This is an optimization exercise on Yosys and OpenROAD, whose aim is small area, not a production implementation. Function was checked by simulation only, so behaviour that the tests miss may differ from the original. Power figures rest on the tool's default switching activity, not on a simulated workload.

==> flow/design.v (outline; a module is shown in full before it is edited, if it fits) <==
// module full_adder: 4 lines
// module half_adder: 4 lines
// module mac_row0: 80 lines
// module mac_row1: 102 lines
// module mac_row2: 103 lines
// module mac_row3: 102 lines
// module mac_row4: 104 lines
// module mac_row5: 107 lines
// module mac_fixup: 17 lines
// module systolic_data_setup_unit: 24 lines
// module matrix_multiply_unit: 110 lines
// module mmu_top: 41 lines
module mmu_top
    #(
        parameter int MATRIX_WIDTH = 6
    )(
        input   logic clk,
        input   logic rst,
        input   logic enable,
        input   logic [8*MATRIX_WIDTH-1:0] weight_data,
        input   logic weight_signed,
        input   logic load_weight,
        input   logic [7:0] weight_addr,
        input   logic activate_weight,
        input   logic [8*MATRIX_WIDTH-1:0] data_in,
        input   logic data_signed,
        output  logic [32*MATRIX_WIDTH-1:0] result
    );
  // ...
==> flow/flow/run.sh <==
#!/bin/bash
# Layout flow: the standard flow (standard.sh, unchanged synthesis, floorplan,
# power grid, placement, routing) with two settings changed:
#  - the port buffers that global placement inserts on every input and output are
#    the smallest buffer, sky130_fd_sc_hd__buf_1 (repair may still resize them);
#  - clock tree synthesis clusters up to 24 sinks within 90 um per clkbuf_16 leaf
#    buffer and inserts no dummy loads.
# Each make step's full log stays in orfs/logs/; standard.sh's own output is in flow.log.
set -euo pipefail
cd "$(dirname "$0")/.."
bash standard.sh \
  "BUFFER_PORTS_ARGS=-buffer_cell sky130_fd_sc_hd__buf_1" \
  "CTS_ARGS=-sink_clustering_enable -repair_clock_nets -sink_clustering_size 24 -sink_clustering_max_diameter 90 -buf_list sky130_fd_sc_hd__clkbuf_16 -dont_use_dummy_load" \
  finish > flow.log 2>&1
test -s out/final.def
==> flow/standard.sh <==
#!/bin/bash
# synth_recipe.tcl (not shown) runs the flow's synth.tcl, then flattens the netlist and writes it again
# the make line also repeats each setting of config.mk as NAME=value (left out here)
make -C /OpenROAD-flow-scripts/flow DESIGN_CONFIG=/design/flow/config.mk WORK_HOME=/design/flow/orfs CLKGATE_MAP_FILE= SYNTH_SCRIPT=/design/flow/synth_recipe.tcl "${@:-finish}"
==> flow/config.mk <==
export PLATFORM = sky130hd
export DESIGN_NAME = mmu_top
export DESIGN_NICKNAME = mmu_top
export VERILOG_FILES = /design/flow/design.v
export SDC_FILE = /design/flow/constraint.sdc
export NUM_CORES = 4
export LEC_CHECK = 0
export CAP_MARGIN = 20
export CORE_MARGIN = 2
export CORE_UTILIZATION = 65
export CTS_BUF_LIST = sky130_fd_sc_hd__clkbuf_16
export CTS_CLUSTER_DIAMETER = 80
export CTS_CLUSTER_SIZE = 20
export SLEW_MARGIN = 20
export SYNTH_HIERARCHICAL = 1
export SYNTH_MINIMUM_KEEP_SIZE = 0
==> flow/constraint.sdc <==
create_clock -name core_clock -period 7.0 [get_ports {clk}]
set_input_delay 1.4000 -clock core_clock [delete_from_list [all_inputs] [get_ports {clk}]]
set_output_delay 1.4000 -clock core_clock [all_outputs]
set_load 0.01 [all_outputs]
==> reports/results.ini, run 1 <==
[floorplanning]
num_io_pins = 303

[timing]
fin_ws_ps = 1200
fmax_mhz = 172

[synthesis]
synth-seq-cells = 1649
synth_simple_gate_area_share_pct = 9.94
synthFlopType = edfxtp_1
mappedNetlistNets = 13000
yosysMostFrequentCell = fa_1
netlist-cell-type-count = 28
yosys.area.top_type = fa_1
synthAdderAreaFrac_pct = 44.1
synthXorXnorAreaFrac_pct = 0.236
avgSynthCellArea_sq_um = 14.1
syn_inst = 9731

[cts]
clkSlewWorstSetupHoldPaths_ps = 90
numCtsBuffers = 98
cts_tree = yes

[global_routing]
grtUsageMet3_pct = 3.79
antenna_found_initial = 19

[detailed_routing]
firstDrtPassIters = 6
num_vias = 66400
viasPerCell = 5.77

[worst_setup_path]
max_stage_delay_ps = 1020
worst_path_max_delay_cell = edfxtp_1
end_kind = flop
rrSetupSlack_ps = 1200
worstPathRequired_ps = 7530
r2r_cells = 12

[power]
comb_cell_power_uw = 34600
p_switching_uw = 23300
switching_share_pct = 38.8
internal-power_uw = 36700

[place]
io_buffers = 302
dp_cells = 11400
placed_area_sq_mm = 0.130

[cells_and_area]
multi_input_area_share_pct = 57.1
reg_top3 = matrix_multiply_unit_tpu_core.act_wn: 288 flops, matrix_multiply_unit_tpu_core.pre_wn: 288 flops
final_cell_mix = fa_1, nor2_1, edfxtp_1, and2_1, ha_1
multi_input_cells = 6469
signal_buffers = 408
largest_class = multi-input gates

[run_status]
status = timing/DRC/antenna clean

[worst_hold_path]
hold_start = matrix_multiply_unit_tpu_core.pre_wn[0][22]$_DFFE_PP_
min_to = matrix_multiply_unit_tpu_core.act_wn[0][22]$_DFFE_PP_

==> module mac_row4, before the edit <==
module mac_row4 (
    input  logic [7:0] dn,
    input  logic da,
    input  logic [7:0] wn,
    input  logic wb,
    input  logic [18:0] uin,
    input  logic [1:0] cin,
    output logic [19:0] s,
    output logic [1:0] cout
);
    logic n1, n2, n3, n4, n5, n6, n7, n8, n9, n10, n11, n12, n13, n14, n15, n16, n17, n18, n19, n20, n21, n22, n23, n24, n25, n26, n27, n28, n29, n30, n31, n32, n33, n34, n35, n36, n37, n38, n39, n40, n41, n42, n43, n44, n45, n46, n47, n48, n49, n50, n51, n52, n53, n54, n55, n56, n57, n58, n59, n60, n61, n62, n63, n64, n65, n66, n67, n68, n69, n70, n71, n72, n73, n74, n75, n76, n77, n78, n79, n80, n81, n82, n83, n84, n85, n86, n87, n88, n89, n90, n91, n92, n93, n94, n95, n96, n97, n98, n99, n100, n101, n102, n103, n104, n105, n106, n107, n108, n109, n110, n111, n112, n113, n114, n115, n116, n117, n118, n119, n120, n121, n122, n123, n124, n125, n126, n127, n128, n129, n130, n131, n132, n133, n134, n135, n136, n137, n138, n139, n140, n141, n142, n143, n144, n145, n146, n147, n148, n149, n150, n151, n152, n153, n154, n155, n156, n157, n158, n159, n160, n161, n162, n163, n164, n165, n166, n167, n168, n169, n170, n171, n172, n173, n174, n175, n176, n177, n178, n179, n180;
    half_adder u1 (.a(uin[0]), .b((~(dn[0] | wn[0]))), .s(n1), .co(n2));
    full_adder u2 (.a(uin[1]), .b((~(dn[0] | wn[1]))), .c((~(dn[1] | wn[0]))), .s(n3), .co(n4));
    half_adder u3 (.a(n2), .b(n3), .s(n5), .co(n6));
    full_adder u4 (.a(uin[2]), .b((~(dn[0] | wn[2]))), .c((~(dn[1] | wn[1]))), .s(n7), .co(n8));
    full_adder u5 (.a((~(dn[2] | wn[0]))), .b(n4), .c(n7), .s(n9), .co(n10));
    half_adder u6 (.a(n6), .b(n9), .s(n11), .co(n12));
    full_adder u7 (.a(uin[3]), .b((~(dn[0] | wn[3]))), .c((~(dn[1] | wn[2]))), .s(n13), .co(n14));
    full_adder u8 (.a((~(dn[2] | wn[1]))), .b((~(dn[3] | wn[0]))), .c(n8), .s(n15), .co(n16));
    full_adder u9 (.a(n13), .b(n10), .c(n15), .s(n17), .co(n18));
    half_adder u10 (.a(n12), .b(n17), .s(n19), .co(n20));
    full_adder u11 (.a(uin[4]), .b((~(dn[0] | wn[4]))), .c((~(dn[1] | wn[3]))), .s(n21), .co(n22));
    full_adder u12 (.a((~(dn[2] | wn[2]))), .b((~(dn[3] | wn[1]))), .c((~(dn[4] | wn[0]))), .s(n23), .co(n24));
    full_adder u13 (.a(n14), .b(n21), .c(n23), .s(n25), .co(n26));
    full_adder u14 (.a(n16), .b(n25), .c(n18), .s(n27), .co(n28));
    half_adder u15 (.a(n20), .b(n27), .s(n29), .co(n30));
    full_adder u16 (.a(uin[5]), .b(cin[0]), .c((~(dn[0] | wn[5]))), .s(n31), .co(n32));
    full_adder u17 (.a((~(dn[1] | wn[4]))), .b((~(dn[2] | wn[3]))), .c((~(dn[3] | wn[2]))), .s(n33), .co(n34));
    full_adder u18 (.a((~(dn[4] | wn[1]))), .b((~(dn[5] | wn[0]))), .c(n22), .s(n35), .co(n36));
    full_adder u19 (.a(n24), .b(n31), .c(n33), .s(n37), .co(n38));
    full_adder u20 (.a(n26), .b(n35), .c(n37), .s(n39), .co(n40));
    full_adder u21 (.a(n39), .b(n28), .c(n30), .s(n41), .co(n42));
    full_adder u22 (.a(uin[6]), .b((~(dn[0] | wn[6]))), .c((~(dn[1] | wn[5]))), .s(n43), .co(n44));
    full_adder u23 (.a((~(dn[2] | wn[4]))), .b((~(dn[3] | wn[3]))), .c((~(dn[4] | wn[2]))), .s(n45), .co(n46));
    full_adder u24 (.a((~(dn[5] | wn[1]))), .b((~(dn[6] | wn[0]))), .c(n32), .s(n47), .co(n48));
    full_adder u25 (.a(n34), .b(n43), .c(n45), .s(n49), .co(n50));
    full_adder u26 (.a(n36), .b(n38), .c(n47), .s(n51), .co(n52));
    full_adder u27 (.a(n49), .b(n40), .c(n51), .s(n53), .co(n54));
    full_adder u28 (.a(uin[7]), .b((~(dn[0] | wn[7]))), .c((~(dn[1] | wn[6]))), .s(n55), .co(n56));
    full_adder u29 (.a((~(dn[2] | wn[5]))), .b((~(dn[3] | wn[4]))), .c((~(dn[4] | wn[3]))), .s(n57), .co(n58));
    full_adder u30 (.a((~(dn[5] | wn[2]))), .b((~(dn[6] | wn[1]))), .c((~(dn[7] | wn[0]))), .s(n59), .co(n60));
    full_adder u31 (.a(n44), .b(n46), .c(n55), .s(n61), .co(n62));
    full_adder u32 (.a(n57), .b(n59), .c(n48), .s(n63), .co(n64));
    full_adder u33 (.a(n50), .b(n61), .c(n52), .s(n65), .co(n66));
    full_adder u34 (.a(n63), .b(n54), .c(n65), .s(n67), .co(n68));
    full_adder u35 (.a(uin[8]), .b((~(dn[1] | wn[7]))), .c((~(dn[2] | wn[6]))), .s(n69), .co(n70));
    full_adder u36 (.a((~(dn[3] | wn[5]))), .b((~(dn[4] | wn[4]))), .c((~(dn[5] | wn[3]))), .s(n71), .co(n72));
    full_adder u37 (.a((~(dn[6] | wn[2]))), .b((~(dn[7] | wn[1]))), .c(((da & wn[0]))), .s(n73), .co(n74));
    full_adder u38 (.a(((wb & dn[0]))), .b(da), .c(wb), .s(n75), .co(n76));
    full_adder u39 (.a(n56), .b(n58), .c(n60), .s(n77), .co(n78));
    full_adder u40 (.a(n69), .b(n71), .c(n73), .s(n79), .co(n80));
    full_adder u41 (.a(n75), .b(n62), .c(n77), .s(n81), .co(n82));
    full_adder u42 (.a(n79), .b(n64), .c(n81), .s(n83), .co(n84));
    full_adder u43 (.a(n66), .b(n83), .c(n68), .s(n85), .co(n86));
    full_adder u44 (.a(uin[9]), .b((~(dn[2] | wn[7]))), .c((~(dn[3] | wn[6]))), .s(n87), .co(n88));
    full_adder u45 (.a((~(dn[4] | wn[5]))), .b((~(dn[5] | wn[4]))), .c((~(dn[6] | wn[3]))), .s(n89), .co(n90));
    full_adder u46 (.a((~(dn[7] | wn[2]))), .b(((da & wn[1]))), .c(((wb & dn[1]))), .s(n91), .co(n92));
    full_adder u47 (.a(n70), .b(n72), .c(n74), .s(n93), .co(n94));
    full_adder u48 (.a(n76), .b(n87), .c(n89), .s(n95), .co(n96));
    full_adder u49 (.a(n91), .b(n78), .c(n80), .s(n97), .co(n98));
    full_adder u50 (.a(n93), .b(n95), .c(n82), .s(n99), .co(n100));
    full_adder u51 (.a(n97), .b(n84), .c(n99), .s(n101), .co(n102));
    half_adder u52 (.a(n101), .b(n86), .s(n103), .co(n104));
    full_adder u53 (.a(uin[10]), .b((~(dn[3] | wn[7]))), .c((~(dn[4] | wn[6]))), .s(n105), .co(n106));
    full_adder u54 (.a((~(dn[5] | wn[5]))), .b((~(dn[6] | wn[4]))), .c((~(dn[7] | wn[3]))), .s(n107), .co(n108));
    full_adder u55 (.a(((da & wn[2]))), .b(((wb & dn[2]))), .c(n88), .s(n109), .co(n110));
    full_adder u56 (.a(n90), .b(n92), .c(n105), .s(n111), .co(n112));
    full_adder u57 (.a(n107), .b(n94), .c(n96), .s(n113), .co(n114));
    full_adder u58 (.a(n109), .b(n111), .c(n98), .s(n115), .co(n116));
    full_adder u59 (.a(n113), .b(n100), .c(n115), .s(n117), .co(n118));
    full_adder u60 (.a(n102), .b(n117), .c(n104), .s(n119), .co(n120));
    full_adder u61 (.a(uin[11]), .b((~(dn[4] | wn[7]))), .c((~(dn[5] | wn[6]))), .s(n121), .co(n122));
    full_adder u62 (.a((~(dn[6] | wn[5]))), .b((~(dn[7] | wn[4]))), .c(((da & wn[3]))), .s(n123), .co(n124));
    full_adder u63 (.a(((wb & dn[3]))), .b(n106), .c(n108), .s(n125), .co(n126));
    full_adder u64 (.a(n121), .b(n123), .c(n110), .s(n127), .co(n128));
    full_adder u65 (.a(n112), .b(n125), .c(n114), .s(n129), .co(n130));
    full_adder u66 (.a(n127), .b(n116), .c(n129), .s(n131), .co(n132));
    full_adder u67 (.a(n118), .b(n131), .c(n120), .s(n133), .co(n134));
    full_adder u68 (.a(uin[12]), .b((~(dn[5] | wn[7]))), .c((~(dn[6] | wn[6]))), .s(n135), .co(n136));
    full_adder u69 (.a((~(dn[7] | wn[5]))), .b(((da & wn[4]))), .c(((wb & dn[4]))), .s(n137), .co(n138));
    full_adder u70 (.a(n122), .b(n124), .c(n135), .s(n139), .co(n140));
    full_adder u71 (.a(n137), .b(n126), .c(n139), .s(n141), .co(n142));
    full_adder u72 (.a(n128), .b(n141), .c(n130), .s(n143), .co(n144));
    full_adder u73 (.a(n132), .b(n143), .c(n134), .s(n145), .co(n146));
    full_adder u74 (.a(uin[13]), .b(cin[1]), .c((~(dn[6] | wn[7]))), .s(n147), .co(n148));
    full_adder u75 (.a((~(dn[7] | wn[6]))), .b(((da & wn[5]))), .c(((wb & dn[5]))), .s(n149), .co(n150));
    full_adder u76 (.a(n136), .b(n138), .c(n147), .s(n151), .co(n152));
    full_adder u77 (.a(n149), .b(n140), .c(n151), .s(n153), .co(n154));
    full_adder u78 (.a(n142), .b(n153), .c(n144), .s(n155), .co(n156));
    half_adder u79 (.a(n155), .b(n146), .s(n157), .co(n158));
    full_adder u80 (.a(uin[14]), .b((~(dn[7] | wn[7]))), .c(((da & wn[6]))), .s(n159), .co(n160));
    full_adder u81 (.a(((wb & dn[6]))), .b(n148), .c(n150), .s(n161), .co(n162));
    full_adder u82 (.a(n159), .b(n152), .c(n161), .s(n163), .co(n164));
    full_adder u83 (.a(n154), .b(n163), .c(n156), .s(n165), .co(n166));
    full_adder u84 (.a(uin[15]), .b(((da & wn[7]))), .c(((wb & dn[7]))), .s(n167), .co(n168));
    full_adder u85 (.a(n160), .b(n167), .c(n162), .s(n169), .co(n170));
    full_adder u86 (.a(n164), .b(n169), .c(n166), .s(n171), .co(n172));
    full_adder u87 (.a(uin[16]), .b((~(da | wb))), .c(n168), .s(n173), .co(n174));
    full_adder u88 (.a(n173), .b(n170), .c(n172), .s(n175), .co(n176));
    full_adder u89 (.a(uin[17]), .b(n174), .c(n176), .s(n177), .co(n178));
    half_adder u90 (.a(uin[18]), .b(n178), .s(n179), .co(n180));
    assign s = {n180, n179, n177, n175, n171, n165, n157, n145, n133, n119, n103, n85, n67, n53, n41, n29, n19, n11, n5, n1};
    assign cout = {n158, n42};
endmodule
==> module mac_row5, before the edit <==
module mac_row5 (
    input  logic [7:0] dn,
    input  logic da,
    input  logic [7:0] wn,
    input  logic wb,
    input  logic [19:0] uin,
    input  logic [1:0] cin,
    output logic [19:0] s,
    output logic [1:0] cout
);
    logic n1, n2, n3, n4, n5, n6, n7, n8, n9, n10, n11, n12, n13, n14, n15, n16, n17, n18, n19, n20, n21, n22, n23, n24, n25, n26, n27, n28, n29, n30, n31, n32, n33, n34, n35, n36, n37, n38, n39, n40, n41, n42, n43, n44, n45, n46, n47, n48, n49, n50, n51, n52, n53, n54, n55, n56, n57, n58, n59, n60, n61, n62, n63, n64, n65, n66, n67, n68, n69, n70, n71, n72, n73, n74, n75, n76, n77, n78, n79, n80, n81, n82, n83, n84, n85, n86, n87, n88, n89, n90, n91, n92, n93, n94, n95, n96, n97, n98, n99, n100, n101, n102, n103, n104, n105, n106, n107, n108, n109, n110, n111, n112, n113, n114, n115, n116, n117, n118, n119, n120, n121, n122, n123, n124, n125, n126, n127, n128, n129, n130, n131, n132, n133, n134, n135, n136, n137, n138, n139, n140, n141, n142, n143, n144, n145, n146, n147, n148, n149, n150, n151, n152, n153, n154, n155, n156, n157, n158, n159, n160, n161, n162, n163, n164, n165, n166, n167, n168, n169, n170, n171, n172, n173, n174, n175, n176, n177, n178, n179, n180, n181, n182, n183;
    half_adder u1 (.a(uin[0]), .b((~(dn[0] | wn[0]))), .s(n1), .co(n2));
    full_adder u2 (.a(uin[1]), .b((~(dn[0] | wn[1]))), .c((~(dn[1] | wn[0]))), .s(n3), .co(n4));
    half_adder u3 (.a(n2), .b(n3), .s(n5), .co(n6));
    full_adder u4 (.a(uin[2]), .b((~(dn[0] | wn[2]))), .c((~(dn[1] | wn[1]))), .s(n7), .co(n8));
    full_adder u5 (.a((~(dn[2] | wn[0]))), .b(n4), .c(n7), .s(n9), .co(n10));
    half_adder u6 (.a(n6), .b(n9), .s(n11), .co(n12));
    full_adder u7 (.a(uin[3]), .b((~(dn[0] | wn[3]))), .c((~(dn[1] | wn[2]))), .s(n13), .co(n14));
    full_adder u8 (.a((~(dn[2] | wn[1]))), .b((~(dn[3] | wn[0]))), .c(n8), .s(n15), .co(n16));
    full_adder u9 (.a(n13), .b(n10), .c(n15), .s(n17), .co(n18));
    half_adder u10 (.a(n12), .b(n17), .s(n19), .co(n20));
    full_adder u11 (.a(uin[4]), .b((~(dn[0] | wn[4]))), .c((~(dn[1] | wn[3]))), .s(n21), .co(n22));
    full_adder u12 (.a((~(dn[2] | wn[2]))), .b((~(dn[3] | wn[1]))), .c((~(dn[4] | wn[0]))), .s(n23), .co(n24));
    full_adder u13 (.a(n14), .b(n21), .c(n23), .s(n25), .co(n26));
    full_adder u14 (.a(n16), .b(n25), .c(n18), .s(n27), .co(n28));
    half_adder u15 (.a(n20), .b(n27), .s(n29), .co(n30));
    full_adder u16 (.a(uin[5]), .b((~(dn[0] | wn[5]))), .c((~(dn[1] | wn[4]))), .s(n31), .co(n32));
    full_adder u17 (.a((~(dn[2] | wn[3]))), .b((~(dn[3] | wn[2]))), .c((~(dn[4] | wn[1]))), .s(n33), .co(n34));
    full_adder u18 (.a((~(dn[5] | wn[0]))), .b(n22), .c(n24), .s(n35), .co(n36));
    full_adder u19 (.a(n31), .b(n33), .c(n26), .s(n37), .co(n38));
    full_adder u20 (.a(n35), .b(n37), .c(n28), .s(n39), .co(n40));
    half_adder u21 (.a(n30), .b(n39), .s(n41), .co(n42));
    full_adder u22 (.a(uin[6]), .b(cin[0]), .c((~(dn[0] | wn[6]))), .s(n43), .co(n44));
    full_adder u23 (.a((~(dn[1] | wn[5]))), .b((~(dn[2] | wn[4]))), .c((~(dn[3] | wn[3]))), .s(n45), .co(n46));
    full_adder u24 (.a((~(dn[4] | wn[2]))), .b((~(dn[5] | wn[1]))), .c((~(dn[6] | wn[0]))), .s(n47), .co(n48));
    full_adder u25 (.a(n32), .b(n34), .c(n43), .s(n49), .co(n50));
    full_adder u26 (.a(n45), .b(n47), .c(n36), .s(n51), .co(n52));
    full_adder u27 (.a(n49), .b(n38), .c(n51), .s(n53), .co(n54));
    full_adder u28 (.a(n53), .b(n40), .c(n42), .s(n55), .co(n56));
    full_adder u29 (.a(uin[7]), .b((~(dn[0] | wn[7]))), .c((~(dn[1] | wn[6]))), .s(n57), .co(n58));
    full_adder u30 (.a((~(dn[2] | wn[5]))), .b((~(dn[3] | wn[4]))), .c((~(dn[4] | wn[3]))), .s(n59), .co(n60));
    full_adder u31 (.a((~(dn[5] | wn[2]))), .b((~(dn[6] | wn[1]))), .c((~(dn[7] | wn[0]))), .s(n61), .co(n62));
    full_adder u32 (.a(n44), .b(n46), .c(n48), .s(n63), .co(n64));
    full_adder u33 (.a(n57), .b(n59), .c(n61), .s(n65), .co(n66));
    full_adder u34 (.a(n50), .b(n63), .c(n65), .s(n67), .co(n68));
    full_adder u35 (.a(n52), .b(n67), .c(n54), .s(n69), .co(n70));
    full_adder u36 (.a(uin[8]), .b((~(dn[1] | wn[7]))), .c((~(dn[2] | wn[6]))), .s(n71), .co(n72));
    full_adder u37 (.a((~(dn[3] | wn[5]))), .b((~(dn[4] | wn[4]))), .c((~(dn[5] | wn[3]))), .s(n73), .co(n74));
    full_adder u38 (.a((~(dn[6] | wn[2]))), .b((~(dn[7] | wn[1]))), .c(((da & wn[0]))), .s(n75), .co(n76));
    full_adder u39 (.a(((wb & dn[0]))), .b(da), .c(wb), .s(n77), .co(n78));
    full_adder u40 (.a(n58), .b(n60), .c(n62), .s(n79), .co(n80));
    full_adder u41 (.a(n71), .b(n73), .c(n75), .s(n81), .co(n82));
    full_adder u42 (.a(n77), .b(n64), .c(n66), .s(n83), .co(n84));
    full_adder u43 (.a(n79), .b(n81), .c(n68), .s(n85), .co(n86));
    full_adder u44 (.a(n83), .b(n85), .c(n70), .s(n87), .co(n88));
    full_adder u45 (.a(uin[9]), .b((~(dn[2] | wn[7]))), .c((~(dn[3] | wn[6]))), .s(n89), .co(n90));
    full_adder u46 (.a((~(dn[4] | wn[5]))), .b((~(dn[5] | wn[4]))), .c((~(dn[6] | wn[3]))), .s(n91), .co(n92));
    full_adder u47 (.a((~(dn[7] | wn[2]))), .b(((da & wn[1]))), .c(((wb & dn[1]))), .s(n93), .co(n94));
    full_adder u48 (.a(n72), .b(n74), .c(n76), .s(n95), .co(n96));
    full_adder u49 (.a(n78), .b(n89), .c(n91), .s(n97), .co(n98));
    full_adder u50 (.a(n93), .b(n80), .c(n82), .s(n99), .co(n100));
    full_adder u51 (.a(n95), .b(n97), .c(n84), .s(n101), .co(n102));
    full_adder u52 (.a(n99), .b(n86), .c(n101), .s(n103), .co(n104));
    half_adder u53 (.a(n103), .b(n88), .s(n105), .co(n106));
    full_adder u54 (.a(uin[10]), .b((~(dn[3] | wn[7]))), .c((~(dn[4] | wn[6]))), .s(n107), .co(n108));
    full_adder u55 (.a((~(dn[5] | wn[5]))), .b((~(dn[6] | wn[4]))), .c((~(dn[7] | wn[3]))), .s(n109), .co(n110));
    full_adder u56 (.a(((da & wn[2]))), .b(((wb & dn[2]))), .c(n90), .s(n111), .co(n112));
    full_adder u57 (.a(n92), .b(n94), .c(n107), .s(n113), .co(n114));
    full_adder u58 (.a(n109), .b(n96), .c(n98), .s(n115), .co(n116));
    full_adder u59 (.a(n111), .b(n113), .c(n100), .s(n117), .co(n118));
    full_adder u60 (.a(n115), .b(n102), .c(n117), .s(n119), .co(n120));
    full_adder u61 (.a(n104), .b(n119), .c(n106), .s(n121), .co(n122));
    full_adder u62 (.a(uin[11]), .b((~(dn[4] | wn[7]))), .c((~(dn[5] | wn[6]))), .s(n123), .co(n124));
    full_adder u63 (.a((~(dn[6] | wn[5]))), .b((~(dn[7] | wn[4]))), .c(((da & wn[3]))), .s(n125), .co(n126));
    full_adder u64 (.a(((wb & dn[3]))), .b(n108), .c(n110), .s(n127), .co(n128));
    full_adder u65 (.a(n123), .b(n125), .c(n112), .s(n129), .co(n130));
    full_adder u66 (.a(n114), .b(n127), .c(n116), .s(n131), .co(n132));
    full_adder u67 (.a(n129), .b(n118), .c(n131), .s(n133), .co(n134));
    full_adder u68 (.a(n120), .b(n133), .c(n122), .s(n135), .co(n136));
    full_adder u69 (.a(uin[12]), .b((~(dn[5] | wn[7]))), .c((~(dn[6] | wn[6]))), .s(n137), .co(n138));
    full_adder u70 (.a((~(dn[7] | wn[5]))), .b(((da & wn[4]))), .c(((wb & dn[4]))), .s(n139), .co(n140));
    full_adder u71 (.a(n124), .b(n126), .c(n137), .s(n141), .co(n142));
    full_adder u72 (.a(n139), .b(n128), .c(n141), .s(n143), .co(n144));
    full_adder u73 (.a(n130), .b(n143), .c(n132), .s(n145), .co(n146));
    full_adder u74 (.a(n134), .b(n145), .c(n136), .s(n147), .co(n148));
    full_adder u75 (.a(uin[13]), .b((~(dn[6] | wn[7]))), .c((~(dn[7] | wn[6]))), .s(n149), .co(n150));
    full_adder u76 (.a(((da & wn[5]))), .b(((wb & dn[5]))), .c(n138), .s(n151), .co(n152));
    full_adder u77 (.a(n140), .b(n149), .c(n142), .s(n153), .co(n154));
    full_adder u78 (.a(n151), .b(n144), .c(n153), .s(n155), .co(n156));
    full_adder u79 (.a(n155), .b(n146), .c(n148), .s(n157), .co(n158));
    full_adder u80 (.a(uin[14]), .b(cin[1]), .c((~(dn[7] | wn[7]))), .s(n159), .co(n160));
    full_adder u81 (.a(((da & wn[6]))), .b(((wb & dn[6]))), .c(n150), .s(n161), .co(n162));
    full_adder u82 (.a(n159), .b(n152), .c(n161), .s(n163), .co(n164));
    full_adder u83 (.a(n154), .b(n163), .c(n156), .s(n165), .co(n166));
    full_adder u84 (.a(uin[15]), .b(((da & wn[7]))), .c(((wb & dn[7]))), .s(n167), .co(n168));
    full_adder u85 (.a(n160), .b(n167), .c(n162), .s(n169), .co(n170));
    full_adder u86 (.a(n164), .b(n169), .c(n166), .s(n171), .co(n172));
    full_adder u87 (.a(uin[16]), .b((~(da | wb))), .c(n168), .s(n173), .co(n174));
    full_adder u88 (.a(n173), .b(n170), .c(n172), .s(n175), .co(n176));
    assign n177 = ~(uin[17] ^ n174);
    assign n178 = uin[17] | n174;
    half_adder u89 (.a(n177), .b(n176), .s(n179), .co(n180));
    full_adder u90 (.a(uin[18]), .b(n178), .c(n180), .s(n181), .co(n182));
    assign n183 = uin[19] ^ 1'b1 ^ n182;
    assign s = {n183, n181, n179, n175, n171, n165, n157, n147, n135, n121, n105, n87, n69, n55, n41, n29, n19, n11, n5, n1};
    assign cout = {n158, n56};
endmodule
==> module mac_fixup, before the edit <==
module mac_fixup (input logic [19:0] u, input logic [1:0] c, output logic [19:0] r);
    logic n1, n2, n3, n4, n5, n6, n7, n8, n9, n10, n11, n12, n13, n14, n15, n16, n17, n18, n19, n20, n21, n22, n23, n24, n25;
    half_adder u1 (.a(u[7]), .b(c[0]), .s(n1), .co(n2));
    half_adder u2 (.a(u[8]), .b(n2), .s(n3), .co(n4));
    half_adder u3 (.a(u[9]), .b(n4), .s(n5), .co(n6));
    half_adder u4 (.a(u[10]), .b(n6), .s(n7), .co(n8));
    half_adder u5 (.a(u[11]), .b(n8), .s(n9), .co(n10));
    half_adder u6 (.a(u[12]), .b(n10), .s(n11), .co(n12));
    half_adder u7 (.a(u[13]), .b(n12), .s(n13), .co(n14));
    full_adder u8 (.a(u[14]), .b(c[1]), .c(n14), .s(n15), .co(n16));
    half_adder u9 (.a(u[15]), .b(n16), .s(n17), .co(n18));
    half_adder u10 (.a(u[16]), .b(n18), .s(n19), .co(n20));
    half_adder u11 (.a(u[17]), .b(n20), .s(n21), .co(n22));
    half_adder u12 (.a(u[18]), .b(n22), .s(n23), .co(n24));
    assign n25 = u[19] ^ n24;
    assign r = {n25, n23, n21, n19, n17, n15, n13, n11, n9, n7, n5, n3, n1, u[6], u[5], u[4], u[3], u[2], u[1], u[0]};
endmodule
==> module matrix_multiply_unit, before the edit <==
module matrix_multiply_unit
    #(
        parameter int MATRIX_WIDTH = 6
    )(
        input   logic clk,
        input   logic rst,
        input   logic enable,
        input   logic [8*MATRIX_WIDTH-1:0] weight_data,
        input   logic weight_signed,
        input   logic [8*MATRIX_WIDTH-1:0] systolic_data_n,    
        input   logic systolic_signed,
        input   logic activate_weight,
        input   logic load_weight,
        input   logic [7:0] weight_addr,
        output  logic [32*MATRIX_WIDTH-1:0] result
    );
    localparam int MW = 6;
    logic [MW-2:0] act_cs;
    logic [MW+1:0] sgn_cs;
    logic [MW-1:0] act_row;      
    logic [MW-1:0] sgn_row;      
    always_ff @(posedge clk) begin
        if (rst) begin
            act_cs <= '0;
            sgn_cs <= '0;
        end else begin
            act_cs <= {act_cs[MW-3:0], activate_weight};
            sgn_cs <= {sgn_cs[MW:0], systolic_signed};
        end
    end
    assign act_row = {act_cs, activate_weight};
    assign sgn_row = {sgn_cs[MW-2:0], systolic_signed};
    logic [8*MW-1:0] pre_wn [MW];
    logic [MW-1:0]   pre_s;
    logic [8*MW-1:0] act_wn [MW];
    logic [MW-1:0]   act_s;
    logic [7:0]      d_byten [MW];
    logic [MW-1:0]   d_sgn;
    logic [8*MW-1:0] wdn_gated;
    logic            ws_gated;
    assign wdn_gated = rst ? '1 : ~weight_data;
    assign ws_gated = rst ? 1'b0 : weight_signed;
    logic rst_q;
    always_ff @(posedge clk)
        rst_q <= rst;
    logic [2:0] warm;
    always_ff @(posedge clk) begin
        if (rst)
            warm <= '0;
        else if (enable && warm != 3'd7)
            warm <= warm + 3'd1;
    end
    genvar i, j;
    generate
        for (i = 0; i < MW; i++) begin : g_row
            always_ff @(posedge clk) begin
                if (rst || (load_weight && weight_addr == i)) begin
                    pre_wn[i] <= wdn_gated;
                    pre_s[i] <= ws_gated;
                end
            end
            always_ff @(posedge clk) begin
                if (act_row[i] || rst_q)
                    act_wn[i] <= pre_wn[i];
            end
            always_ff @(posedge clk) begin
                if (act_row[i] || rst_q)
                    act_s[i] <= pre_s[i];
            end
            always_ff @(posedge clk) begin
                if (enable) begin
                    d_byten[i] <= systolic_data_n[8*i +: 8];
                    d_sgn[i]  <= sgn_row[i] & ~systolic_data_n[8*i+7];
                end
            end
        end
        for (j = 0; j < MW; j++) begin : g_col
            logic [16:0] u0, s0;
            logic [17:0] u1, s1;
            logic [18:0] u2, u3, s2, s3;
            logic [19:0] u4, u5, s4, s5, r5, r5_ns;
            logic [1:0]  c0, c1, c2, c3, c4, c5, co0, co1, co2, co3, co4, co5;
            mac_row0 m0 (.dn(d_byten[0]), .da(d_sgn[0]), .wn(act_wn[0][8*j +: 8]), .wb(act_s[0] & ~act_wn[0][8*j+7]), .s(s0), .cout(co0));
            mac_row1 m1 (.dn(d_byten[1]), .da(d_sgn[1]), .wn(act_wn[1][8*j +: 8]), .wb(act_s[1] & ~act_wn[1][8*j+7]), .uin(u0), .cin(c0), .s(s1), .cout(co1));
            mac_row2 m2 (.dn(d_byten[2]), .da(d_sgn[2]), .wn(act_wn[2][8*j +: 8]), .wb(act_s[2] & ~act_wn[2][8*j+7]), .uin(u1), .cin(c1), .s(s2), .cout(co2));
            mac_row3 m3 (.dn(d_byten[3]), .da(d_sgn[3]), .wn(act_wn[3][8*j +: 8]), .wb(act_s[3] & ~act_wn[3][8*j+7]), .uin(u2), .cin(c2), .s(s3), .cout(co3));
            mac_row4 m4 (.dn(d_byten[4]), .da(d_sgn[4]), .wn(act_wn[4][8*j +: 8]), .wb(act_s[4] & ~act_wn[4][8*j+7]), .uin(u3), .cin(c3), .s(s4), .cout(co4));
            mac_row5 m5 (.dn(d_byten[5]), .da(d_sgn[5]), .wn(act_wn[5][8*j +: 8]), .wb(act_s[5] & ~act_wn[5][8*j+7]), .uin(u4), .cin(c4), .s(s5), .cout(co5));
            mac_fixup fx (.u(u5), .c(c5), .r(r5_ns));
            always_ff @(posedge clk) begin
                if (enable) begin
                    u0 <= s0;
                    u1 <= s1;
                    u2 <= s2;
                    u3 <= s3;
                    u4 <= s4;
                    u5 <= s5;
                    {c0, c1, c2, c3, c4, c5} <= {co0, co1, co2, co3, co4, co5};
                end
            end
            always_ff @(posedge clk) begin
                if (rst || (enable && warm != 3'd7))
                    r5 <= '0;
                else if (enable)
                    r5 <= r5_ns;
            end
            assign result[32*j +: 32] = {{9{r5[19] & sgn_cs[MW+1]}}, {3{r5[19]}}, r5};
        end
    endgenerate
endmodule
==> inputs of run 2 (changes only) <==
--- a/flow/design.v
+++ b/flow/design.v
@@ -400,10 +400,10 @@
     input  logic wb,
     input  logic [18:0] uin,
     input  logic [1:0] cin,
-    output logic [19:0] s,
+    output logic [18:0] s,
     output logic [1:0] cout
 );
-    logic n1, n2, n3, n4, n5, n6, n7, n8, n9, n10, n11, n12, n13, n14, n15, n16, n17, n18, n19, n20, n21, n22, n23, n24, n25, n26, n27, n28, n29, n30, n31, n32, n33, n34, n35, n36, n37, n38, n39, n40, n41, n42, n43, n44, n45, n46, n47, n48, n49, n50, n51, n52, n53, n54, n55, n56, n57, n58, n59, n60, n61, n62, n63, n64, n65, n66, n67, n68, n69, n70, n71, n72, n73, n74, n75, n76, n77, n78, n79, n80, n81, n82, n83, n84, n85, n86, n87, n88, n89, n90, n91, n92, n93, n94, n95, n96, n97, n98, n99, n100, n101, n102, n103, n104, n105, n106, n107, n108, n109, n110, n111, n112, n113, n114, n115, n116, n117, n118, n119, n120, n121, n122, n123, n124, n125, n126, n127, n128, n129, n130, n131, n132, n133, n134, n135, n136, n137, n138, n139, n140, n141, n142, n143, n144, n145, n146, n147, n148, n149, n150, n151, n152, n153, n154, n155, n156, n157, n158, n159, n160, n161, n162, n163, n164, n165, n166, n167, n168, n169, n170, n171, n172, n173, n174, n175, n176, n177, n178, n179, n180;
+    logic n1, n2, n3, n4, n5, n6, n7, n8, n9, n10, n11, n12, n13, n14, n15, n16, n17, n18, n19, n20, n21, n22, n23, n24, n25, n26, n27, n28, n29, n30, n31, n32, n33, n34, n35, n36, n37, n38, n39, n40, n41, n42, n43, n44, n45, n46, n47, n48, n49, n50, n51, n52, n53, n54, n55, n56, n57, n58, n59, n60, n61, n62, n63, n64, n65, n66, n67, n68, n69, n70, n71, n72, n73, n74, n75, n76, n77, n78, n79, n80, n81, n82, n83, n84, n85, n86, n87, n88, n89, n90, n91, n92, n93, n94, n95, n96, n97, n98, n99, n100, n101, n102, n103, n104, n105, n106, n107, n108, n109, n110, n111, n112, n113, n114, n115, n116, n117, n118, n119, n120, n121, n122, n123, n124, n125, n126, n127, n128, n129, n130, n131, n132, n133, n134, n135, n136, n137, n138, n139, n140, n141, n142, n143, n144, n145, n146, n147, n148, n149, n150, n151, n152, n153, n154, n155, n156, n157, n158, n159, n160, n161, n162, n163, n164, n165, n166, n167, n168, n169, n170, n171, n172, n173, n174, n175, n176, n177, n178, n179, n180, n181, n182, n183;
     half_adder u1 (.a(uin[0]), .b((~(dn[0] | wn[0]))), .s(n1), .co(n2));
     full_adder u2 (.a(uin[1]), .b((~(dn[0] | wn[1]))), .c((~(dn[1] | wn[0]))), .s(n3), .co(n4));
     half_adder u3 (.a(n2), .b(n3), .s(n5), .co(n6));
@@ -492,9 +492,13 @@
     full_adder u86 (.a(n164), .b(n169), .c(n166), .s(n171), .co(n172));
     full_adder u87 (.a(uin[16]), .b((~(da | wb))), .c(n168), .s(n173), .co(n174));
     full_adder u88 (.a(n173), .b(n170), .c(n172), .s(n175), .co(n176));
-    full_adder u89 (.a(uin[17]), .b(n174), .c(n176), .s(n177), .co(n178));
-    half_adder u90 (.a(uin[18]), .b(n178), .s(n179), .co(n180));
-    assign s = {n180, n179, n177, n175, n171, n165, n157, n145, n133, n119, n103, n85, n67, n53, n41, n29, n19, n11, n5, n1};
+    assign n177 = ~(uin[17] ^ n174);
+    assign n178 = uin[17] | n174;
+    half_adder u89 (.a(n177), .b(n176), .s(n179), .co(n180));
+    assign n181 = ~(uin[18] ^ n178);
+    assign n182 = uin[18] | n178;
+    assign n183 = n181 ^ n180;
+    assign s = {n183, n179, n175, n171, n165, n157, n145, n133, n119, n103, n85, n67, n53, n41, n29, n19, n11, n5, n1};
     assign cout = {n158, n42};
 endmodule
 module mac_row5 (
@@ -502,12 +506,12 @@
     input  logic da,
     input  logic [7:0] wn,
     input  logic wb,
-    input  logic [19:0] uin,
+    input  logic [18:0] uin,
     input  logic [1:0] cin,
     output logic [19:0] s,
     output logic [1:0] cout
 );
-    logic n1, n2, n3, n4, n5, n6, n7, n8, n9, n10, n11, n12, n13, n14, n15, n16, n17, n18, n19, n20, n21, n22, n23, n24, n25, n26, n27, n28, n29, n30, n31, n32, n33, n34, n35, n36, n37, n38, n39, n40, n41, n42, n43, n44, n45, n46, n47, n48, n49, n50, n51, n52, n53, n54, n55, n56, n57, n58, n59, n60, n61, n62, n63, n64, n65, n66, n67, n68, n69, n70, n71, n72, n73, n74, n75, n76, n77, n78, n79, n80, n81, n82, n83, n84, n85, n86, n87, n88, n89, n90, n91, n92, n93, n94, n95, n96, n97, n98, n99, n100, n101, n102, n103, n104, n105, n106, n107, n108, n109, n110, n111, n112, n113, n114, n115, n116, n117, n118, n119, n120, n121, n122, n123, n124, n125, n126, n127, n128, n129, n130, n131, n132, n133, n134, n135, n136, n137, n138, n139, n140, n141, n142, n143, n144, n145, n146, n147, n148, n149, n150, n151, n152, n153, n154, n155, n156, n157, n158, n159, n160, n161, n162, n163, n164, n165, n166, n167, n168, n169, n170, n171, n172, n173, n174, n175, n176, n177, n178, n179, n180, n181, n182, n183;
+    logic n1, n2, n3, n4, n5, n6, n7, n8, n9, n10, n11, n12, n13, n14, n15, n16, n17, n18, n19, n20, n21, n22, n23, n24, n25, n26, n27, n28, n29, n30, n31, n32, n33, n34, n35, n36, n37, n38, n39, n40, n41, n42, n43, n44, n45, n46, n47, n48, n49, n50, n51, n52, n53, n54, n55, n56, n57, n58, n59, n60, n61, n62, n63, n64, n65, n66, n67, n68, n69, n70, n71, n72, n73, n74, n75, n76, n77, n78, n79, n80, n81, n82, n83, n84, n85, n86, n87, n88, n89, n90, n91, n92, n93, n94, n95, n96, n97, n98, n99, n100, n101, n102, n103, n104, n105, n106, n107, n108, n109, n110, n111, n112, n113, n114, n115, n116, n117, n118, n119, n120, n121, n122, n123, n124, n125, n126, n127, n128, n129, n130, n131, n132, n133, n134, n135, n136, n137, n138, n139, n140, n141, n142, n143, n144, n145, n146, n147, n148, n149, n150, n151, n152, n153, n154, n155, n156, n157, n158, n159, n160, n161, n162, n163, n164, n165, n166, n167, n168, n169, n170, n171, n172, n173, n174, n175, n176, n177, n178, n179, n180, n181, n182, n183, n184, n185;
     half_adder u1 (.a(uin[0]), .b((~(dn[0] | wn[0]))), .s(n1), .co(n2));
     full_adder u2 (.a(uin[1]), .b((~(dn[0] | wn[1]))), .c((~(dn[1] | wn[0]))), .s(n3), .co(n4));
     half_adder u3 (.a(n2), .b(n3), .s(n5), .co(n6));
@@ -543,83 +547,79 @@
     full_adder u33 (.a(n57), .b(n59), .c(n61), .s(n65), .co(n66));
     full_adder u34 (.a(n50), .b(n63), .c(n65), .s(n67), .co(n68));
     full_adder u35 (.a(n52), .b(n67), .c(n54), .s(n69), .co(n70));
-    full_adder u36 (.a(uin[8]), .b((~(dn[1] | wn[7]))), .c((~(dn[2] | wn[6]))), .s(n71), .co(n72));
-    full_adder u37 (.a((~(dn[3] | wn[5]))), .b((~(dn[4] | wn[4]))), .c((~(dn[5] | wn[3]))), .s(n73), .co(n74));
-    full_adder u38 (.a((~(dn[6] | wn[2]))), .b((~(dn[7] | wn[1]))), .c(((da & wn[0]))), .s(n75), .co(n76));
-    full_adder u39 (.a(((wb & dn[0]))), .b(da), .c(wb), .s(n77), .co(n78));
-    full_adder u40 (.a(n58), .b(n60), .c(n62), .s(n79), .co(n80));
-    full_adder u41 (.a(n71), .b(n73), .c(n75), .s(n81), .co(n82));
-    full_adder u42 (.a(n77), .b(n64), .c(n66), .s(n83), .co(n84));
-    full_adder u43 (.a(n79), .b(n81), .c(n68), .s(n85), .co(n86));
-    full_adder u44 (.a(n83), .b(n85), .c(n70), .s(n87), .co(n88));
-    full_adder u45 (.a(uin[9]), .b((~(dn[2] | wn[7]))), .c((~(dn[3] | wn[6]))), .s(n89), .co(n90));
-    full_adder u46 (.a((~(dn[4] | wn[5]))), .b((~(dn[5] | wn[4]))), .c((~(dn[6] | wn[3]))), .s(n91), .co(n92));
-    full_adder u47 (.a((~(dn[7] | wn[2]))), .b(((da & wn[1]))), .c(((wb & dn[1]))), .s(n93), .co(n94));
-    full_adder u48 (.a(n72), .b(n74), .c(n76), .s(n95), .co(n96));
-    full_adder u49 (.a(n78), .b(n89), .c(n91), .s(n97), .co(n98));
-    full_adder u50 (.a(n93), .b(n80), .c(n82), .s(n99), .co(n100));
-    full_adder u51 (.a(n95), .b(n97), .c(n84), .s(n101), .co(n102));
-    full_adder u52 (.a(n99), .b(n86), .c(n101), .s(n103), .co(n104));
-    half_adder u53 (.a(n103), .b(n88), .s(n105), .co(n106));
-    full_adder u54 (.a(uin[10]), .b((~(dn[3] | wn[7]))), .c((~(dn[4] | wn[6]))), .s(n107), .co(n108));
-    full_adder u55 (.a((~(dn[5] | wn[5]))), .b((~(dn[6] | wn[4]))), .c((~(dn[7] | wn[3]))), .s(n109), .co(n110));
-    full_adder u56 (.a(((da & wn[2]))), .b(((wb & dn[2]))), .c(n90), .s(n111), .co(n112));
-    full_adder u57 (.a(n92), .b(n94), .c(n107), .s(n113), .co(n114));
-    full_adder u58 (.a(n109), .b(n96), .c(n98), .s(n115), .co(n116));
-    full_adder u59 (.a(n111), .b(n113), .c(n100), .s(n117), .co(n118));
-    full_adder u60 (.a(n115), .b(n102), .c(n117), .s(n119), .co(n120));
-    full_adder u61 (.a(n104), .b(n119), .c(n106), .s(n121), .co(n122));
-    full_adder u62 (.a(uin[11]), .b((~(dn[4] | wn[7]))), .c((~(dn[5] | wn[6]))), .s(n123), .co(n124));
-    full_adder u63 (.a((~(dn[6] | wn[5]))), .b((~(dn[7] | wn[4]))), .c(((da & wn[3]))), .s(n125), .co(n126));
-    full_adder u64 (.a(((wb & dn[3]))), .b(n108), .c(n110), .s(n127), .co(n128));
-    full_adder u65 (.a(n123), .b(n125), .c(n112), .s(n129), .co(n130));
-    full_adder u66 (.a(n114), .b(n127), .c(n116), .s(n131), .co(n132));
-    full_adder u67 (.a(n129), .b(n118), .c(n131), .s(n133), .co(n134));
-    full_adder u68 (.a(n120), .b(n133), .c(n122), .s(n135), .co(n136));
-    full_adder u69 (.a(uin[12]), .b((~(dn[5] | wn[7]))), .c((~(dn[6] | wn[6]))), .s(n137), .co(n138));
-    full_adder u70 (.a((~(dn[7] | wn[5]))), .b(((da & wn[4]))), .c(((wb & dn[4]))), .s(n139), .co(n140));
-    full_adder u71 (.a(n124), .b(n126), .c(n137), .s(n141), .co(n142));
-    full_adder u72 (.a(n139), .b(n128), .c(n141), .s(n143), .co(n144));
-    full_adder u73 (.a(n130), .b(n143), .c(n132), .s(n145), .co(n146));
-    full_adder u74 (.a(n134), .b(n145), .c(n136), .s(n147), .co(n148));
-    full_adder u75 (.a(uin[13]), .b((~(dn[6] | wn[7]))), .c((~(dn[7] | wn[6]))), .s(n149), .co(n150));
-    full_adder u76 (.a(((da & wn[5]))), .b(((wb & dn[5]))), .c(n138), .s(n151), .co(n152));
-    full_adder u77 (.a(n140), .b(n149), .c(n142), .s(n153), .co(n154));
-    full_adder u78 (.a(n151), .b(n144), .c(n153), .s(n155), .co(n156));
-    full_adder u79 (.a(n155), .b(n146), .c(n148), .s(n157), .co(n158));
-    full_adder u80 (.a(uin[14]), .b(cin[1]), .c((~(dn[7] | wn[7]))), .s(n159), .co(n160));
-    full_adder u81 (.a(((da & wn[6]))), .b(((wb & dn[6]))), .c(n150), .s(n161), .co(n162));
-    full_adder u82 (.a(n159), .b(n152), .c(n161), .s(n163), .co(n164));
-    full_adder u83 (.a(n154), .b(n163), .c(n156), .s(n165), .co(n166));
-    full_adder u84 (.a(uin[15]), .b(((da & wn[7]))), .c(((wb & dn[7]))), .s(n167), .co(n168));
-    full_adder u85 (.a(n160), .b(n167), .c(n162), .s(n169), .co(n170));
-    full_adder u86 (.a(n164), .b(n169), .c(n166), .s(n171), .co(n172));
-    full_adder u87 (.a(uin[16]), .b((~(da | wb))), .c(n168), .s(n173), .co(n174));
-    full_adder u88 (.a(n173), .b(n170), .c(n172), .s(n175), .co(n176));
-    assign n177 = ~(uin[17] ^ n174);
-    assign n178 = uin[17] | n174;
-    half_adder u89 (.a(n177), .b(n176), .s(n179), .co(n180));
-    full_adder u90 (.a(uin[18]), .b(n178), .c(n180), .s(n181), .co(n182));
-    assign n183 = uin[19] ^ 1'b1 ^ n182;
-    assign s = {n183, n181, n179, n175, n171, n165, n157, n147, n135, n121, n105, n87, n69, n55, n41, n29, n19, n11, n5, n1};
-    assign cout = {n158, n56};
+    half_adder u36 (.a(n69), .b(n56), .s(n71), .co(n72));
+    full_adder u37 (.a(uin[8]), .b((~(dn[1] | wn[7]))), .c((~(dn[2] | wn[6]))), .s(n73), .co(n74));
+    full_adder u38 (.a((~(dn[3] | wn[5]))), .b((~(dn[4] | wn[4]))), .c((~(dn[5] | wn[3]))), .s(n75), .co(n76));
+    full_adder u39 (.a((~(dn[6] | wn[2]))), .b((~(dn[7] | wn[1]))), .c(((da & wn[0]))), .s(n77), .co(n78));
+    full_adder u40 (.a(((wb & dn[0]))), .b(da), .c(wb), .s(n79), .co(n80));
+    full_adder u41 (.a(n58), .b(n60), .c(n62), .s(n81), .co(n82));
+    full_adder u42 (.a(n73), .b(n75), .c(n77), .s(n83), .co(n84));
+    full_adder u43 (.a(n79), .b(n64), .c(n66), .s(n85), .co(n86));
+    full_adder u44 (.a(n81), .b(n83), .c(n68), .s(n87), .co(n88));
+    full_adder u45 (.a(n85), .b(n87), .c(n70), .s(n89), .co(n90));
+    half_adder u46 (.a(n89), .b(n72), .s(n91), .co(n92));
+    full_adder u47 (.a(uin[9]), .b((~(dn[2] | wn[7]))), .c((~(dn[3] | wn[6]))), .s(n93), .co(n94));
+    full_adder u48 (.a((~(dn[4] | wn[5]))), .b((~(dn[5] | wn[4]))), .c((~(dn[6] | wn[3]))), .s(n95), .co(n96));
+    full_adder u49 (.a((~(dn[7] | wn[2]))), .b(((da & wn[1]))), .c(((wb & dn[1]))), .s(n97), .co(n98));
+    full_adder u50 (.a(n74), .b(n76), .c(n78), .s(n99), .co(n100));
+    full_adder u51 (.a(n80), .b(n93), .c(n95), .s(n101), .co(n102));
+    full_adder u52 (.a(n97), .b(n82), .c(n84), .s(n103), .co(n104));
+    full_adder u53 (.a(n99), .b(n101), .c(n86), .s(n105), .co(n106));
+    full_adder u54 (.a(n103), .b(n88), .c(n105), .s(n107), .co(n108));
+    full_adder u55 (.a(n107), .b(n90), .c(n92), .s(n109), .co(n110));
+    full_adder u56 (.a(uin[10]), .b((~(dn[3] | wn[7]))), .c((~(dn[4] | wn[6]))), .s(n111), .co(n112));
+    full_adder u57 (.a((~(dn[5] | wn[5]))), .b((~(dn[6] | wn[4]))), .c((~(dn[7] | wn[3]))), .s(n113), .co(n114));
+    full_adder u58 (.a(((da & wn[2]))), .b(((wb & dn[2]))), .c(n94), .s(n115), .co(n116));
+    full_adder u59 (.a(n96), .b(n98), .c(n111), .s(n117), .co(n118));
+    full_adder u60 (.a(n113), .b(n100), .c(n102), .s(n119), .co(n120));
+    full_adder u61 (.a(n115), .b(n117), .c(n104), .s(n121), .co(n122));
+    full_adder u62 (.a(n119), .b(n106), .c(n121), .s(n123), .co(n124));
+    full_adder u63 (.a(n108), .b(n123), .c(n110), .s(n125), .co(n126));
+    full_adder u64 (.a(uin[11]), .b((~(dn[4] | wn[7]))), .c((~(dn[5] | wn[6]))), .s(n127), .co(n128));
+    full_adder u65 (.a((~(dn[6] | wn[5]))), .b((~(dn[7] | wn[4]))), .c(((da & wn[3]))), .s(n129), .co(n130));
+    full_adder u66 (.a(((wb & dn[3]))), .b(n112), .c(n114), .s(n131), .co(n132));
+    full_adder u67 (.a(n127), .b(n129), .c(n116), .s(n133), .co(n134));
+    full_adder u68 (.a(n118), .b(n131), .c(n120), .s(n135), .co(n136));
+    full_adder u69 (.a(n133), .b(n122), .c(n135), .s(n137), .co(n138));
+    full_adder u70 (.a(n124), .b(n137), .c(n126), .s(n139), .co(n140));
+    full_adder u71 (.a(uin[12]), .b((~(dn[5] | wn[7]))), .c((~(dn[6] | wn[6]))), .s(n141), .co(n142));
+    full_adder u72 (.a((~(dn[7] | wn[5]))), .b(((da & wn[4]))), .c(((wb & dn[4]))), .s(n143), .co(n144));
+    full_adder u73 (.a(n128), .b(n130), .c(n141), .s(n145), .co(n146));
+    full_adder u74 (.a(n143), .b(n132), .c(n145), .s(n147), .co(n148));
+    full_adder u75 (.a(n134), .b(n147), .c(n136), .s(n149), .co(n150));
+    half_adder u76 (.a(n138), .b(n149), .s(n151), .co(n152));
+    full_adder u77 (.a(uin[13]), .b((~(dn[6] | wn[7]))), .c((~(dn[7] | wn[6]))), .s(n153), .co(n154));
+    full_adder u78 (.a(((da & wn[5]))), .b(((wb & dn[5]))), .c(n142), .s(n155), .co(n156));
+    full_adder u79 (.a(n144), .b(n153), .c(n146), .s(n157), .co(n158));
+    full_adder u80 (.a(n155), .b(n148), .c(n157), .s(n159), .co(n160));
+    full_adder u81 (.a(n159), .b(n150), .c(n152), .s(n161), .co(n162));
+    full_adder u82 (.a(uin[14]), .b(cin[1]), .c((~(dn[7] | wn[7]))), .s(n163), .co(n164));
+    full_adder u83 (.a(((da & wn[6]))), .b(((wb & dn[6]))), .c(n154), .s(n165), .co(n166));
+    full_adder u84 (.a(n163), .b(n156), .c(n165), .s(n167), .co(n168));
+    full_adder u85 (.a(n158), .b(n167), .c(n160), .s(n169), .co(n170));
+    full_adder u86 (.a(uin[15]), .b(((da & wn[7]))), .c(((wb & dn[7]))), .s(n171), .co(n172));
+    full_adder u87 (.a(n164), .b(n171), .c(n166), .s(n173), .co(n174));
+    full_adder u88 (.a(n168), .b(n173), .c(n170), .s(n175), .co(n176));
+    full_adder u89 (.a(uin[16]), .b((~(da | wb))), .c(n172), .s(n177), .co(n178));
+    full_adder u90 (.a(n177), .b(n174), .c(n176), .s(n179), .co(n180));
+    full_adder u91 (.a(uin[17]), .b(n178), .c(n180), .s(n181), .co(n182));
+    assign n183 = ~(uin[18] ^ n182);
+    assign n184 = uin[18] | n182;
+    assign n185 = 1'b1 ^ n184;
+    assign s = {n185, n183, n181, n179, n175, n169, n161, n151, n139, n125, n109, n91, n71, n55, n41, n29, n19, n11, n5, n1};
+    assign cout = {n162, n140};
 endmodule
 module mac_fixup (input logic [19:0] u, input logic [1:0] c, output logic [19:0] r);
-    logic n1, n2, n3, n4, n5, n6, n7, n8, n9, n10, n11, n12, n13, n14, n15, n16, n17, n18, n19, n20, n21, n22, n23, n24, n25;
-    half_adder u1 (.a(u[7]), .b(c[0]), .s(n1), .co(n2));
-    half_adder u2 (.a(u[8]), .b(n2), .s(n3), .co(n4));
-    half_adder u3 (.a(u[9]), .b(n4), .s(n5), .co(n6));
-    half_adder u4 (.a(u[10]), .b(n6), .s(n7), .co(n8));
-    half_adder u5 (.a(u[11]), .b(n8), .s(n9), .co(n10));
-    half_adder u6 (.a(u[12]), .b(n10), .s(n11), .co(n12));
-    half_adder u7 (.a(u[13]), .b(n12), .s(n13), .co(n14));
-    full_adder u8 (.a(u[14]), .b(c[1]), .c(n14), .s(n15), .co(n16));
-    half_adder u9 (.a(u[15]), .b(n16), .s(n17), .co(n18));
-    half_adder u10 (.a(u[16]), .b(n18), .s(n19), .co(n20));
-    half_adder u11 (.a(u[17]), .b(n20), .s(n21), .co(n22));
-    half_adder u12 (.a(u[18]), .b(n22), .s(n23), .co(n24));
-    assign n25 = u[19] ^ n24;
-    assign r = {n25, n23, n21, n19, n17, n15, n13, n11, n9, n7, n5, n3, n1, u[6], u[5], u[4], u[3], u[2], u[1], u[0]};
+    logic n1, n2, n3, n4, n5, n6, n7, n8, n9, n10, n11, n12, n13, n14, n15;
+    half_adder u1 (.a(u[12]), .b(c[0]), .s(n1), .co(n2));
+    half_adder u2 (.a(u[13]), .b(n2), .s(n3), .co(n4));
+    full_adder u3 (.a(u[14]), .b(c[1]), .c(n4), .s(n5), .co(n6));
+    half_adder u4 (.a(u[15]), .b(n6), .s(n7), .co(n8));
+    half_adder u5 (.a(u[16]), .b(n8), .s(n9), .co(n10));
+    half_adder u6 (.a(u[17]), .b(n10), .s(n11), .co(n12));
+    half_adder u7 (.a(u[18]), .b(n12), .s(n13), .co(n14));
+    assign n15 = u[19] ^ n14;
+    assign r = {n15, n13, n11, n9, n7, n5, n3, n1, u[11], u[10], u[9], u[8], u[7], u[6], u[5], u[4], u[3], u[2], u[1], u[0]};
 endmodule
 module systolic_data_setup_unit
     #(
@@ -724,8 +724,8 @@
         for (j = 0; j < MW; j++) begin : g_col
             logic [16:0] u0, s0;
             logic [17:0] u1, s1;
-            logic [18:0] u2, u3, s2, s3;
-            logic [19:0] u4, u5, s4, s5, r5, r5_ns;
+            logic [18:0] u2, u3, u4, s2, s3, s4;
+            logic [19:0] u5, s5, r5, r5_ns;
             logic [1:0]  c0, c1, c2, c3, c4, c5, co0, co1, co2, co3, co4, co5;
             mac_row0 m0 (.dn(d_byten[0]), .da(d_sgn[0]), .wn(act_wn[0][8*j +: 8]), .wb(act_s[0] & ~act_wn[0][8*j+7]), .s(s0), .cout(co0));
             mac_row1 m1 (.dn(d_byten[1]), .da(d_sgn[1]), .wn(act_wn[1][8*j +: 8]), .wb(act_s[1] & ~act_wn[1][8*j+7]), .uin(u0), .cin(c0), .s(s1), .cout(co1));
==> reports/results.ini, run 2 <==
[synthesis]
yosys-top-cells-area = fa_1, edfxtp_1, nor2_1, buf_4, buf_6  ; unchanged
postSynth.asyncResetShare_pct = 0  ; unchanged
synthFlopType = edfxtp_1  ; unchanged
netlist-cell-type-count = 29  ; was 28
synth_common_cells = fa_1, nor2_1, edfxtp_1  ; unchanged
avgSynthCellArea_sq_um = 14.0  ; was 14.1 sq um
syn-cell-area_sq_mm = 0.136  ; was 0.137 sq mm
syn_inst = 9707  ; was 9731
ys.warnings.count = 19  ; unchanged
synth-seq-cells = 1643  ; was 1649
synth-seq-area-share_pct = 35.2  ; was 35.1%
synth_top_area_share_pct = 41.5  ; was 41.3%
synth_edf_count = 1506  ; was 1512
yosys.area.top_type = fa_1  ; unchanged
yosysMostFrequentCell = fa_1  ; unchanged
mappedNetlistNets = 12900  ; was 13000

[cts]
root_buffer = clkbuf_16  ; unchanged
hold_buffers = 0  ; unchanged
postCtsSetupRepairBufs = 0  ; unchanged
numCtsBuffers = 96  ; was 98
cts_tree = yes  ; unchanged
cts_buffer_depth = 3  ; unchanged
cts_sinks = 1643  ; was 1649
post_cts_resized = 0  ; unchanged
clock_latency_ps = 790  ; was 780 ps
clkSlewWorstSetupHoldPaths_ps = 100  ; was 90 ps
h-tree-depth = 3  ; unchanged

[global_routing]
grtUsageTotal_pct = 27.1  ; was 26.9%
grt_max_degree = 150  ; was 158
grt_pass1_vias = 73800  ; was 74100
grt_pass1_wl_um = 437000  ; was 440000 um
antenna_found_initial = 25  ; was 19
overflow = 0  ; unchanged

[timing]
maxSlewViolCount = 0  ; unchanged
fin_crit_sh_pct = 82.8  ; was 82.9%
holdWs_ps = 379  ; was 387 ps
clock_skew_ps = 87.8  ; was 64.4 ps
worstMarginPinSlew_ps = 1130  ; was 1080 ps
slew-limit-headroom_pct = 24.4  ; was 28.1%
fmax_mhz = 172  ; about the same
rsz0062_at_grt = no  ; unchanged
setup_viol = 0  ; unchanged
finalHoldViolations = 0  ; unchanged
post-route-min-period_ps = 5800  ; about the same
tns_ps = 0  ; unchanged

[detailed_routing]
top_layer = met5  ; was met4
firstDrtPassIters = 5  ; was 6
final_antenna_net_count = 0  ; unchanged
drc = 0  ; unchanged
dr_wl_met3_um = 19100  ; was 19600 um
drtIter0Drc = 5502  ; was 5291
post_drt_wl_per_cell_um = 23.9  ; was 24.1 um
viasPerCell = 5.76  ; was 5.77
wl_met2_um = 124000  ; was 126000 um
wl_met1_um = 125000  ; about the same
drt_wl_total_um = 274000  ; was 277000 um
num_vias = 66100  ; was 66400

[worst_setup_path]
crit_fanout = 36  ; was 16
end_kind = flop  ; unchanged
worstPathRequired_ps = 7510  ; was 7530 ps
critPathArrivalTime_ps = 6310  ; was 6330 ps
rrSetupSlack_ps = 1200  ; about the same
startpoint = matrix_multiply_unit_tpu_core.d_byten[5][0]$_DFFE_PP_  ; was matrix_multiply_unit_tpu_core.d_byten[5][3]$_DFFE_PP_
crit_type = flop to flop  ; unchanged
r2r_cells = 14  ; was 12
start_kind = flop  ; unchanged
r2r_start = matrix_multiply_unit_tpu_core.d_byten[5][0]$_DFFE_PP_  ; was matrix_multiply_unit_tpu_core.d_byten[5][3]$_DFFE_PP_

[floorplanning]
dieArea_sq_mm = 0.213  ; was 0.215 sq mm
num_io_pins = 303  ; unchanged
core-area_sq_mm = 0.209  ; was 0.210 sq mm
row_count = 168  ; unchanged
die_w_um = 462  ; was 463 um
initial_utilization_pct = 65.2  ; was 65.4%
die_y_um = 462  ; was 463 um

[run]
max_cap_violations = 0  ; unchanged

[cells_and_area]
finalNonFillerCells = 11500  ; about the same
reg_top3 = matrix_multiply_unit_tpu_core.act_wn: 288 flops, matrix_multiply_unit_tpu_core.pre_wn: 288 flops  ; unchanged
mostFrequentLayoutCell = fa_1  ; unchanged
fillers = 15600  ; was 15800
syn2layout_area_growth_pct = -2.87  ; was -3.26%
final_cell_mix = fa_1, nor2_1, edfxtp_1, and2_1, buf_1  ; was fa_1, nor2_1, edfxtp_1, and2_1, ha_1
layout-drive-gt1-share_pct = 2.47  ; was 2.53%
nets = 11900  ; about the same

[run_status]
status = timing/DRC/antenna clean  ; unchanged

[power]
vdd_drop_max_mv = 0.250  ; was 0.243 mV
power_density_mw_per_mm2 = 452  ; about the same
power_leakage_uw = 0.0538  ; was 0.0540 uW

[place]
gp_congestion = 0.834  ; was 0.851
dp_cells = 11400  ; about the same
io_buffers = 302  ; unchanged
dpl.hpwl_um = 206000  ; was 208000 um

[worst_hold_path]
hp-class = flop to flop  ; unchanged
hold_depth = 0  ; unchanged
hold_start = matrix_multiply_unit_tpu_core.pre_wn[3][38]$_DFFE_PP_  ; was matrix_multiply_unit_tpu_core.pre_wn[0][22]$_DFFE_PP_

## run 2: cell count changes after synthesis
cell,previous run,this run
inv_1,72,84
xnor2_1,19,13
xor3_1,0,6
buf_2,111,207
ha_1,308,290
buf_6,461,371
fa_1,2832,2826
buf_4,960,948
edfxtp_1,1512,1506
## run 2: final timing paths
check / endpoint
worst max-delay path: matrix_multiply_unit_tpu_core.g_col[0].u5[11]$_DFFE_PP_
worst min-delay path: matrix_multiply_unit_tpu_core.act_wn[3][38]$_DFFE_PP_
worst max register to register: matrix_multiply_unit_tpu_core.g_col[0].u5[11]$_DFFE_PP_
worst min register to register: matrix_multiply_unit_tpu_core.act_wn[3][38]$_DFFE_PP_
## run 2: per-module statistics from Yosys (local to each module, per instance), a selection
module      flip-flops and latches  cells inside  cell area (sq um)  times used
mac_row3                         0           119                687           6
mac_fixup                        0            21                159           6
mac_row5                         0           123                709           6
mac_row4                         0           123                629           6
mac_row0                         0           117                577           6
half_adder                       0             1               12.5         276
full_adder                       0             1               20.0        2826
mac_row2                         0           118                678           6
## run 2: cell type report
type	instances	area, sq um	area share (%)
antenna	5	12.5	0.00946
clock buffer	96	2400	1.82
inverter	84	315	0.238
multi-input combinational	6445	75600	57.1
sequential	1643	48000	36.3
tap	2805	3510	2.65
timing repair buffer	403	2500	1.89
## run 2: power by group
group | internal (uW) | switching, uW
Clock | 2430 | 3110
Sequential | 17700 | 2030
Combinational | 16500 | 18000
Total | 36700 | 23100
## run 2: kinds of logic (layout without fill, tap and decap cells)
group	count (synthesis)	in the layout	synth area share [%]
flip-flops	1643	1643	35.2
multiplexers	122	122	0.897
AO/OA/AOI/OAI	6	6	0.0386
XOR/XNOR	37	37	0.304
buffers and inverters	1619	583	9.31
AND/OR/NAND/NOR	3164	3164	10.0
adder cells (fa/ha/maj)	3116	3116	44.2
other	0	5	0
## run 2: layer usage
layer / vias up / GRT usage, %
met2: 2426 / 41.2
met4: 4 / 5.96
met3: 313 / 3.82
met5: - / 0
li1: 27500 / -
met1: 35900 / 42.6
## run 2: stage by stage
step / utilization [%] / setup slack, ps / cell area [sq um] / power, uW
4_1_cts: 63.3 / 1170 / 132000 / 61100
3_5_place_dp: 62.1 / 1180 / 130000 / 55300
3_3_place_gp: 62.1 / 1280 / 130000 / 53900
5_1_grt: 63.3 / 945 / 132000 / 67200
6_report: 63.3 / 1200 / 132000 / 59800
2_1_floorplan: - / 1470 / 136000 / 63300
## run 2: worst max-delay path: stages, from the launching register on
cell	delay [ps]
edfxtp_1	790
buf_12	290
nor2_1	90
fa_1	490
fa_1	400
fa_1	420
fa_1	390
fa_1	440
ha_1	200
fa_1	360
ha_1	190
ha_1	190
fa_1	380
fa_1	400
fa_1	450

==> separate check: timing with driven ports <==
In the flow no input, the clock included, has a driving cell. The finished layouts below were timed again as built, in two steps. Step 1 assumes that a clkbuf_16 drives the clock port and a buf_2 every other input. Step 2 moves the port delays by t, midway between the first and last clock arrival at a register: inputs arrive t later, outputs are due t later. That takes back most of the time a late clock gives input paths. Slacks: no drivers / after step 1 / after step 2; pairs: no drivers / after step 1.
run	shift t [ns]	slack for setup (ns)	hold WS [ns]	clock arrival spread, ns	slew at the worst register clock pin (ns)
run 1	0.840	1.200 / 1.200 / 1.200	0.387 / 0.387 / 0.387	0.071 / 0.070	0.10 / 0.10
run 2	0.834	1.202 / 1.202 / 1.202	0.379 / 0.379 / 0.379	0.091 / 0.091	0.10 / 0.10
After both steps setup and hold are still met in every run listed.
